This is an optimization exercise on Yosys and OpenROAD, whose aim is small area and a short achievable clock period, not a production implementation.
Function was checked by simulation only, so behaviour that the tests miss may differ from the original.
Power is estimated from default activity; no workload was simulated.

==> flow/design.v (excerpt) <==
module RegularFuzzification(
  input        clock,
  input        reset,
  input        io_start,
  input  [9:0] io_inputs_0,
  input  [9:0] io_inputs_1,
  output       io_outResultValid,
  output [6:0] io_outResult
);
  function gt7(input [6:0] a, input [6:0] b);
    integer i;
    reg g;
    begin
      g = 1'b0;
      for (i = 0; i < 7; i = i + 1)
        g = (a[i] & ~b[i]) | (~(~a[i] & b[i]) & g);
      gt7 = g;
    end
  endfunction
  wire [9:0] xi = io_inputs_0;
  wire [7:0] yi = io_inputs_1[7:0];
  wire xa = xi > 10'd50,  xb = xi > 10'd150, xc = xi > 10'd200, xd = xi > 10'd300,
       xe = xi > 10'd350, xf = xi > 10'd450, xg = xi > 10'd500, xh = xi > 10'd550,
       xk = xi > 10'd600;
  wire a1 = xa && !xb, a2 = xb && !xc, a3 = xc && !xd, a5 = xe && !xf, a67 = xf && !xh,
       a78 = xg && !xk;
  wire [6:0] x7 = xi[6:0];
  wire [6:0] x1i = ({7{!xa}} & 7'd100)          | ({7{a1}}  & (7'd22 - x7)) |
                   ({7{a3}}  & (7'd44 - x7))     | ({7{a5}}  & (x7 + 7'd34)) |
                   ({7{a67}} & (7'd38 - x7));                    
  wire [6:0] x2i = ({7{a1}}  & (x7 + 7'd78))     | ({7{a3}}  & (x7 + 7'd56)) |
                   ({7{a78}} & (x7 + 7'd12))     | ({7{a2 || xk}} & 7'd100);   
  wire [1:0] ii  = {xe, xc};
  wire hxgi = (xi < 10'd100) || (xc && xi < 10'd250) || (xe && xi < 10'd525);
  wire hxei = (xi == 10'd100) || (xi == 10'd250) || (xd && !xe) || (xi == 10'd525);
  wire ya = yi > 8'd20,  yb = yi > 8'd40,  yc = yi > 8'd60,  yd = yi > 8'd80,
       ye = yi > 8'd100, yf = yi > 8'd120, yg = yi > 8'd140, yh = yi > 8'd160;
  ...
For scale: about 820 cells after synthesis, about 84 flip-flops, about 31 I/O pins.
==> flow/config.mk <==
export PLATFORM = sky130hd
export DESIGN_NAME = RegularFuzzification
export DESIGN_NICKNAME = RegularFuzzification
export VERILOG_FILES = /design/flow/design.v
export SDC_FILE = /design/flow/constraint.sdc
export NUM_CORES = 4
export LEC_CHECK = 0
export CAP_MARGIN = 20
export CORE_MARGIN = 2
export CORE_UTILIZATION = 40
export CTS_BUF_LIST = sky130_fd_sc_hd__clkbuf_4 sky130_fd_sc_hd__clkbuf_8
export CTS_CLUSTER_SIZE = 30
export SETUP_SLACK_MARGIN = 3.8
export SLEW_MARGIN = 20
==> flow/constraint.sdc <==
create_clock -name core_clock -period 8.0 [get_ports {clock}]
set_input_delay 1.6000 -clock core_clock [delete_from_list [all_inputs] [get_ports {clock}]]
set_output_delay 1.6000 -clock core_clock [all_outputs]
set_load 0.01 [all_outputs]
run.sh (not shown) runs the stock make flow with config.mk's settings and CLKGATE_MAP_FILE= SYNTH_SCRIPT=/design/flow/synth_recipe.tcl, a recipe that flattens the netlist after the stock synthesis.
The baseline finished with timing, DRC and antenna clean.
Change:
- CORE_UTILIZATION: 40 -> 65
- CTS_BUF_LIST: sky130_fd_sc_hd__clkbuf_4 sky130_fd_sc_hd__clkbuf_8 -> unset
- CTS_CLUSTER_SIZE: 30 -> unset
- PLACE_DENSITY: unset -> 0.75
- SETUP_SLACK_MARGIN: 3.8 -> 4.0
Outcome: Clock-buffer cell count is unchanged. Area after synthesis stays the same. Clock skew went down by 0.0048 ns.
Change:
- CORE_UTILIZATION: 65 -> 40
- CTS_BUF_LIST: unset -> sky130_fd_sc_hd__clkbuf_4 sky130_fd_sc_hd__clkbuf_8
- CTS_CLUSTER_SIZE: unset -> 30
- PLACE_DENSITY: 0.75 -> unset
Effect:
- The changed run produced a clean layout
- global-route usage falls by 17 points
- core utilization falls by 28 points
- final cell count rises by roughly a tenth
- die area rises by well over a third

========
Another version of the RTL of RegularFuzzification (not shown whole).
Size in the first run: roughly 900 cells after synthesis, ~7600 µm² of cells after synthesis.
make LEC_CHECK=0 CAP_MARGIN=20 CORE_MARGIN=2 CORE_UTILIZATION=40 SETUP_SLACK_MARGIN=4.3 SLEW_MARGIN=20 finish   # period 8.0 ns
Rerun with:
--- a/flow/config.mk
+++ b/flow/config.mk
@@ -10,3 +10,3 @@
 export CORE_UTILIZATION = 40
-export SETUP_SLACK_MARGIN = 4.3
+export SETUP_SLACK_MARGIN = 4.0
 export SLEW_MARGIN = 20
Total power drops by 1.3%.
Utilization drops by 2.5 points.
Cell area went down by 4.6%.
Global-route usage shrinks by 0.67 points.
Flip-flop and latch count does not change.
Synthesized cell count is unchanged.
Sequential share of layout area goes up by 1.1 points.
Clock power rises by 5.5%.
Count of clock-buffer cells in the layout climbs by 1.

========
RegularFuzzification, a different RTL version from the one above (not shown whole).
Size in the first run: roughly 890 cells after synthesis, ~84 flip-flops, ~31 I/O pins, roughly 0.0068 mm2 of cells after synthesis.
export LEC_CHECK = 0
export ABC_AREA = 1
export CAP_MARGIN = 20
export CORE_MARGIN = 2
export CORE_UTILIZATION = 40
export CTS_BUF_LIST = sky130_fd_sc_hd__clkbuf_4 sky130_fd_sc_hd__clkbuf_8
export CTS_CLUSTER_SIZE = 30
export SETUP_SLACK_MARGIN = 3.9
export SLEW_MARGIN = 20
create_clock -name core_clock -period 8.0 [get_ports {clock}]
Change:
Settings changed: SETUP_SLACK_MARGIN 3.9 to 4.1.
After rerunning: The new run went through all stages and came out clean. Cell count barely changes. Die area stays the same. Sequential power is about the same. Cell area climbs by 0.64%.
Change:
Settings changed: GPL_ROUTABILITY_DRIVEN set to 0, GPL_TIMING_DRIVEN set to 0, SETUP_SLACK_MARGIN 4.1 to 4.2.
=> Total power is about the same. Non-clock buffer count grows by 32. Die area does not change. Design area rose by about 3.3%. Combinational power goes up by about 4.5%. Routed wire length barely changes.
Change:
Settings changed: GPL_ROUTABILITY_DRIVEN 0 to not set, GPL_TIMING_DRIVEN 0 to not set, SETUP_SLACK_MARGIN 4.2 to 4.0.
Result:
- setup slack got worse by 0.079 ns
- wire length decreases by 0.55%
- final cell count went down by 2.4%
Change:
Settings changed: SETUP_SLACK_MARGIN 4.0 to 4.2.
=>
- area after synthesis does not change
- final cell count is unchanged
- fmax grows by 1.8%
- wire length is higher by 0.43%
- global-route usage is about the same
- clock power grows by 32%
- core utilization grows by 0.91 points
- via count came out lower by 0.46%
- worst hold slack is about the same
Change:
Settings changed: CTS_CLUSTER_SIZE 30 to 40.
What happened: The new run went through all stages and came out clean; hold slack stays the same; sequential share of layout area is unchanged; core utilization stays the same; global-route usage is unchanged; synthesized cell count stays the same.

========
RegularFuzzification with an RTL version that a note above also has.
Size in the first run: about 31 I/O pins.
Settings: LEC_CHECK=0, CAP_MARGIN=20, CORE_MARGIN=2, CORE_UTILIZATION=40, SETUP_SLACK_MARGIN=4.3, SLEW_MARGIN=20; clock period 8.0 ns.
The baseline ran to the end with no violations.
Edit:
Settings changed: ABC_AREA set to 1, CTS_BUF_LIST set to sky130_fd_sc_hd__clkbuf_4 sky130_fd_sc_hd__clkbuf_8, CTS_CLUSTER_SIZE set to 30, SETUP_SLACK_MARGIN 4.3 to 4.0.
Effect: Wire length went down by roughly a tenth; clock skew hardly moves; global-route usage fell by 1.7 points; core utilization went down by 6.2 points; hold slack improved by 0.0053 ns; power went down by about a fifth; sequential share of layout area grows by 3.9 points; clock-buffer cell count stays the same.

========
RegularFuzzification, a different RTL version from the one above (not shown whole).
For scale: ~1,000 cells after synthesis, ~78 flip-flops, ~31 I/O pins.
Settings: LEC_CHECK=0, CAP_MARGIN=20, CORE_MARGIN=2, CORE_UTILIZATION=40, SETUP_SLACK_MARGIN=4.0, SLEW_MARGIN=20; clock period 8.0 ns.
The first run completed with no timing, DRC or antenna violations.
Change:
SETUP_SLACK_MARGIN = 3.5   (was 4.0)
After rerunning:
- The new run ran to the end with no violations
- power shrinks by 4.5%
- combinational power shrinks by about 10%
- register-to-register slack degrades by 0.44 ns
- synthesized cell count does not change
- final area shrinks by 5.8%

========
The RTL this note starts from:
==> flow/design.v <==
module RegularFuzzification(
  input        clock,
  input        reset,
  input        io_start,
  input  [9:0] io_inputs_0,
  input  [9:0] io_inputs_1,
  output       io_outResultValid,
  output [6:0] io_outResult
);
  function gt7(input [6:0] a, input [6:0] b);
    integer i;
    reg g;
    begin
      g = 1'b0;
      for (i = 0; i < 7; i = i + 1)
        g = (a[i] & ~b[i]) | (~(~a[i] & b[i]) & g);
      gt7 = g;
    end
  endfunction
  wire [9:0] xi = io_inputs_0;
  wire [7:0] yi = io_inputs_1[7:0];
  wire xa = xi > 10'd50,  xb = xi > 10'd150, xc = xi > 10'd200, xd = xi > 10'd300,
       xe = xi > 10'd350, xf = xi > 10'd450, xg = xi > 10'd500, xh = xi > 10'd550,
       xk = xi > 10'd600;
  wire a1 = xa && !xb, a2 = xb && !xc, a3 = xc && !xd, a5 = xe && !xf, a67 = xf && !xh,
       a78 = xg && !xk;
  wire [6:0] x7 = xi[6:0];
  wire [6:0] x1i = ({7{!xa}} & 7'd100)          | ({7{a1}}  & (7'd22 - x7)) |
                   ({7{a3}}  & (7'd44 - x7))     | ({7{a5}}  & (x7 + 7'd34)) |
                   ({7{a67}} & (7'd38 - x7));                    
  wire [6:0] x2i = ({7{a1}}  & (x7 + 7'd78))     | ({7{a3}}  & (x7 + 7'd56)) |
                   ({7{a78}} & (x7 + 7'd12))     | ({7{a2 || xk}} & 7'd100);   
  wire [1:0] ii  = {xe, xc};
  wire hxgi = (xi < 10'd100) || (xc && xi < 10'd250) || (xe && xi < 10'd525);
  wire hxei = (xi == 10'd100) || (xi == 10'd250) || (xd && !xe) || (xi == 10'd525);
  wire ya = yi > 8'd20,  yb = yi > 8'd40,  yc = yi > 8'd60,  yd = yi > 8'd80,
       ye = yi > 8'd100, yf = yi > 8'd120, yg = yi > 8'd140, yh = yi > 8'd160;
  wire [1:0] ji  = {yd, yb} == 2'b11 ? {1'b1, yf} : {1'b0, yb};
  wire s1 = ya && !yb, s2 = yc && !yd, s3 = ye && !yf, s4 = yg && !yh;
  wire [6:0] y5  = {yi[4:0], 2'b00} + yi[6:0];               
  wire [6:0] y2i = ({7{s1}} & (y5 + 7'd28)) | ({7{s2}} & (y5 + 7'd84)) |
                   ({7{s3}} & (y5 + 7'd12)) | ({7{s4}} & (y5 + 7'd68)) |
                   ({7{yh}} & 7'd100);                      
  wire       yp  = !(s1 || s2 || s3 || s4 || yh);           
  reg [6:0] X1, X2, Y2;
  reg       i1, i0, j1, j0, hxg, hxe;
  always @(posedge clock) if (io_start) begin
    X1 <= x1i;  X2 <= x2i;  {i1, i0} <= ii;  hxg <= hxgi; hxe <= hxei;
    Y2 <= y2i;  {j1, j0} <= ji;
  end
  wire [6:0] Y1  = 7'd100 - Y2;
  wire       hyg = Y2 < 7'd50;
  wire       hye = Y2 == 7'd50;
  wire g11 = gt7(X1, Y1);
  wire g12 = gt7(X1, Y2);
  wire g21 = gt7(X2, Y1);
  wire g22 = gt7(X2, Y2);
  wire a_X1 = (i1 && j1 && !g12 && hxg) ||
      (i1 && j1 && j0 && !g11 && hxg) ||
      (i1 && j1 && j0 && g11 && !g12);
  wire a_X2 = (i1 && !j1 && j0 && !g22) ||
      (i1 && j1 && !g21 && !hxg) ||
      (i1 && j1 && !j0 && !g22 && !hxg) ||
      (i1 && j1 && !j0 && !g21 && g22);
  wire a_Y1 = (i1 && j1 && j0 && !g11 && g21) ||
      (i1 && j1 && g21 && hyg) ||
      (i1 && j1 && j0 && g11 && hyg);
  wire a_Y2 = (i1 && !j1 && j0 && g22) ||
      (i1 && j1 && !j0 && g12 && !g22) ||
      (i1 && j1 && g12 && !hyg) ||
      (i1 && j1 && !j0 && g22 && !hyg);
  wire n_X1 = (!j1 && !j0 && !g11 && hxg) ||
      (!i0 && !j1 && j0 && !g11) ||
      (!i1 && i0 && j1 && j0 && !g11) ||
      (!i1 && i0 && j1 && !g12 && !g22) ||
      (!i0 && !j1 && !g12 && !g22) ||
      (!i0 && j1 && !j0 && !g11 && g12);
  wire n_X2 = (i0 && !j1 && j0 && !g21) ||
      (!j1 && !j0 && !g21 && !hxg) ||
      (!i0 && j1 && j0 && !g21) ||
      (i0 && !j1 && !j0 && g21 && !g22) ||
      (!i0 && j1 && g11 && g21) ||
      (!i1 && i0 && !j1 && j0 && !g22) ||
      (!i1 && i0 && j1 && !j0 && !g21 && g22) ||
      (!i0 && j1 && !g12 && hxg) ||
      (!i1 && i0 && !j1 && !g12 && !g21);
  wire n_Y1 = (i1 && !j1 && j0 && g21) ||
      (i0 && !j1 && !j0 && g11 && !g21) ||
      (i0 && !j1 && g21 && hyg) ||
      (!i0 && !j0 && !g22 && hyg) ||
      (!i0 && !j1 && !j0 && !g11 && !g12) ||
      (!i1 && i0 && j1 && !j0 && !g11 && g21) ||
      (!i0 && !j1 && !g22 && hyg) ||
      (!i0 && j1 && j0 && g21 && hyg) ||
      (!i0 && j1 && !j0 && !g21 && !hyg) ||
      (!i1 && i0 && j1 && j0 && g11 && hyg);
  wire n_Y2 = (!i0 && j1 && !g11 && !hyg) ||
      (!i1 && i0 && j1 && !g21 && hxg && !hyg) ||
      (!i1 && i0 && !j1 && !g11 && g21 && !hyg) ||
      (!i0 && !j1 && g12 && !hyg) ||
      (!i1 && i0 && j1 && !j0 && g12 && !g22) ||
      (i1 && !j1 && !j0 && g22 && !hyg) ||
      (!i0 && j1 && !j0 && !g11 && !g12);
  wire n_c0 = (i1 && j0) ||
      (j1 && j0 && hyg) ||
      (i1 && !hxg && !hxe) ||
      (i0 && j1 && !j0 && !g22) ||
      (!i0 && j1 && !j0 && g21) ||
      (j1 && j0 && hye) ||
      (i0 && !j1 && !j0 && !hxg && !hxe && hyg) ||
      (i1 && g21) ||
      (i0 && j1 && j0 && !g11) ||
      (!i0 && j1 && j0 && !g21) ||
      (i0 && !j1 && !j0 && g21 && hye);
  wire n_c1 = (i1) ||
      (i0 && !j1 && j0) ||
      (i0 && j1 && !j0 && g22) ||
      (j1 && j0 && g11 && g21) ||
      (i0 && !j1 && g21 && !g22) ||
      (i0 && j0 && !g21 && !hyg && !hye) ||
      (!i0 && j1 && j0 && g21 && !g22) ||
      (i0 && !j1 && !g11 && !hyg && !hye) ||
      (!i0 && j1 && j0 && g22 && !hyg && !hye);
  wire o_X1 = (i0 && !j1 && !g12) ||
      (i1 && j1 && !j0 && !g11) ||
      (!i0 && j1 && j0 && !g11) ||
      (i0 && !j1 && j0 && !g11) ||
      (!i0 && j1 && !g12 && !g22) ||
      (i0 && j1 && !j0 && !g21 && g22) ||
      (i0 && j1 && !j0 && !g11 && g12);
  wire o_X2 = (!i0 && !j1 && !g22) ||
      (!i1 && i0 && j1 && !g12 && !g22) ||
      (!i1 && i0 && j1 && j0 && !g21) ||
      (!i0 && !j1 && j0 && !g21) ||
      (!i0 && j1 && !j0 && !g21 && g22);
  wire o_Y1 = (i1 && j1 && !j0 && g11) ||
      (i0 && !j1 && j0 && g11 && hyg) ||
      (!i0 && j1 && !j0 && g21 && g22) ||
      (i0 && j1 && !j0 && g11 && !g21) ||
      (!i0 && !j1 && j0 && !g12 && hyg) ||
      (!i0 && j1 && j0 && !g22 && hyg) ||
      (!i1 && i0 && j1 && j0 && g21 && hyg);
  wire o_Y2 = (i0 && !j1 && !j0 && g12) ||
      (!i0 && !j1 && !j0 && g22) ||
      (!i0 && j1 && g12 && !hyg) ||
      (i0 && !j1 && g12 && !hyg) ||
      (!i1 && i0 && j1 && g22 && !hyg) ||
      (!i0 && !j1 && g22 && !hyg) ||
      (!i0 && j1 && !j0 && !g21 && !g22) ||
      (!i1 && i0 && j1 && !j0 && !g12 && g22);
  wire o_c3 = (i1) ||
      (i0 && j1 && j0) ||
      (i0 && j1 && g21);
  function [6:0] pick(input s1, input s2, input s3, input s4,
                      input [6:0] a, input [6:0] b, input [6:0] c, input [6:0] d);
    pick = ({7{s1}} & a) | ({7{s2}} & b) | ({7{s3}} & c) | ({7{s4}} & d);
  endfunction
  wire [6:0] ov = pick(o_X1, o_X2, o_Y1, o_Y2, X1, X2, Y1, Y2);
  wire [6:0] nv = pick(n_X1, n_X2, n_Y1, n_Y2, X1, X2, Y1, Y2);
  wire [6:0] av = pick(a_X1, a_X2, a_Y1, a_Y2, X1, X2, Y1, Y2);
  reg [6:0] rov, rnv;
  reg       ro3;
  reg [1:0] rnk;
  always @(posedge clock) if (io_start) begin
    rov <= ov;
    ro3 <= o_c3;
    rnv <= nv;
    rnk <= {n_c1, n_c0};
  end
  reg [6:0] rov2;
  reg       ro32;
  always @(posedge clock) if (io_start) begin
    rov2 <= rov;
    ro32 <= ro3;
  end
  wire [1:0] ok = {ro32, 1'b1};
  wire       take_new = gt7(rnv, rov2) || (rnv == rov2 && rnk < ok);
  wire [6:0] bv = take_new ? rnv : rov2;
  wire [1:0] bk = take_new ? rnk : ok;
  reg  [6:0] wv;
  reg  [2:0] wi;
  always @(posedge clock) if (io_start) begin
    wv <= bv;
    wi <= gt7(av, bv) ? 3'd4 : (bv == 7'd0) ? 3'd0 : {1'b0, bk};
  end
  reg  [6:0] wv2;
  reg  [2:0] wi2;
  always @(posedge clock) if (io_start) begin
    wv2 <= wv;
    wi2 <= wi;
  end
  wire r24gt = i1 && i0 && j1 && j0 && gt7(X2, wv2) && gt7(Y2, wv2);
  wire [2:0] fin = (wi2[2] || r24gt) ? 3'd4 : wi2;
  reg [2:0] f1, f2, f3, f4;
  always @(posedge clock) if (io_start) begin
    f1 <= fin;
    f2 <= f1;
    f3 <= f2;
    f4 <= f3;
  end
  assign io_outResultValid = 1'b0;
  assign io_outResult = io_start ? {4'd0, f4} : 7'd0;
endmodule
Settings: LEC_CHECK=0, CAP_MARGIN=0, CORE_MARGIN=2, CORE_UTILIZATION=40, CTS_BUF_LIST=sky130_fd_sc_hd__clkbuf_4 sky130_fd_sc_hd__clkbuf_8, CTS_CLUSTER_SIZE=30, SETUP_SLACK_MARGIN=4.0, SLEW_MARGIN=0; clock period 8.0 ns.
The starting point finished with timing, DRC and antenna clean.
Rerun with:
- CAP_MARGIN: 0 -> 20
- CTS_BUF_LIST: sky130_fd_sc_hd__clkbuf_4 sky130_fd_sc_hd__clkbuf_8 -> default
- CTS_CLUSTER_SIZE: 30 -> default
- SLEW_MARGIN: 0 -> 20
Result: The changed run finished with timing, DRC and antenna clean. Cell area climbs by 1.3%. Maximum frequency is about the same. Utilization went up by 0.61 points. Wire length rose by 0.56%. Worst setup slack gains 0.010 ns. Cell count stays the same. Non-clock buffer count does not change. Sequential cell count does not change. Synthesized cell count is unchanged. Synthesized area does not change.

==> afterwards: timing with drivers on the ports <==
The flow's constraints put no driver on any port. The routed layouts listed below were extracted and timed again, unchanged, in two steps.
Step 1 assumes that a clkbuf_16 drives the clock port and a buf_2 every other input.
Step 2 moves the port delays by t, midway between the first and last clock arrival at a register: inputs arrive t later, outputs are due t later. That takes back most of the time a late clock gives input paths.
Slacks: ideal / step 1 / step 2; pairs: ideal / step 1.
| run | t, ns | slack for setup (ns) | worst data-port slew with drivers (ns) |
|---|---|---|---|
| the first run of note 1 | 0.410 | 3.903 / 3.839 / 3.544 | 0.06 |
| the second run of note 1 | 0.403 | 3.981 / 3.981 / 3.703 | 0.21 |
| the third run of note 1 | 0.408 | 4.066 / 4.066 / 3.689 | 0.18 |
| the first run of note 2 | 0.388 | 3.480 / 3.480 / 3.480 | 0.19 |
| the second run of note 2 | 0.397 | 3.351 / 3.351 / 3.351 | 0.15 |
| the first run of note 3 | 0.407 | 3.959 / 3.939 / 3.556 | 0.06 |
| the second run of note 3 | 0.415 | 4.070 / 4.079 / 3.663 | 0.18 |
| the third run of note 3 | 0.410 | 4.123 / 4.120 / 3.710 | 0.16 |
| the fourth run of note 3 | 0.397 | 4.044 / 4.035 / 3.648 | 0.06 |
| the fifth run of note 3 | 0.405 | 4.115 / 4.108 / 3.702 | 0.13 |
| the sixth run of note 3 | 0.405 | 4.115 / 4.108 / 3.702 | 0.13 |
| the first run of note 4 | 0.390 | 4.118 / 4.118 / 3.978 | 0.15 |
| the second run of note 4 | 0.401 | 4.083 / 4.096 / 3.696 | 0.16 |
| the first run of note 5 | 0.384 | 4.057 / 4.042 / 3.659 | 0.17 |
| the second run of note 5 | 0.383 | 3.628 / 3.580 / 3.338 | 0.05 |
| the first run of note 6 | 0.408 | 4.066 / 4.066 / 3.689 | 0.18 |
| the second run of note 6 | 0.392 | 4.076 / 4.078 / 3.704 | 0.17 |
After both steps every run listed still meets setup and hold.
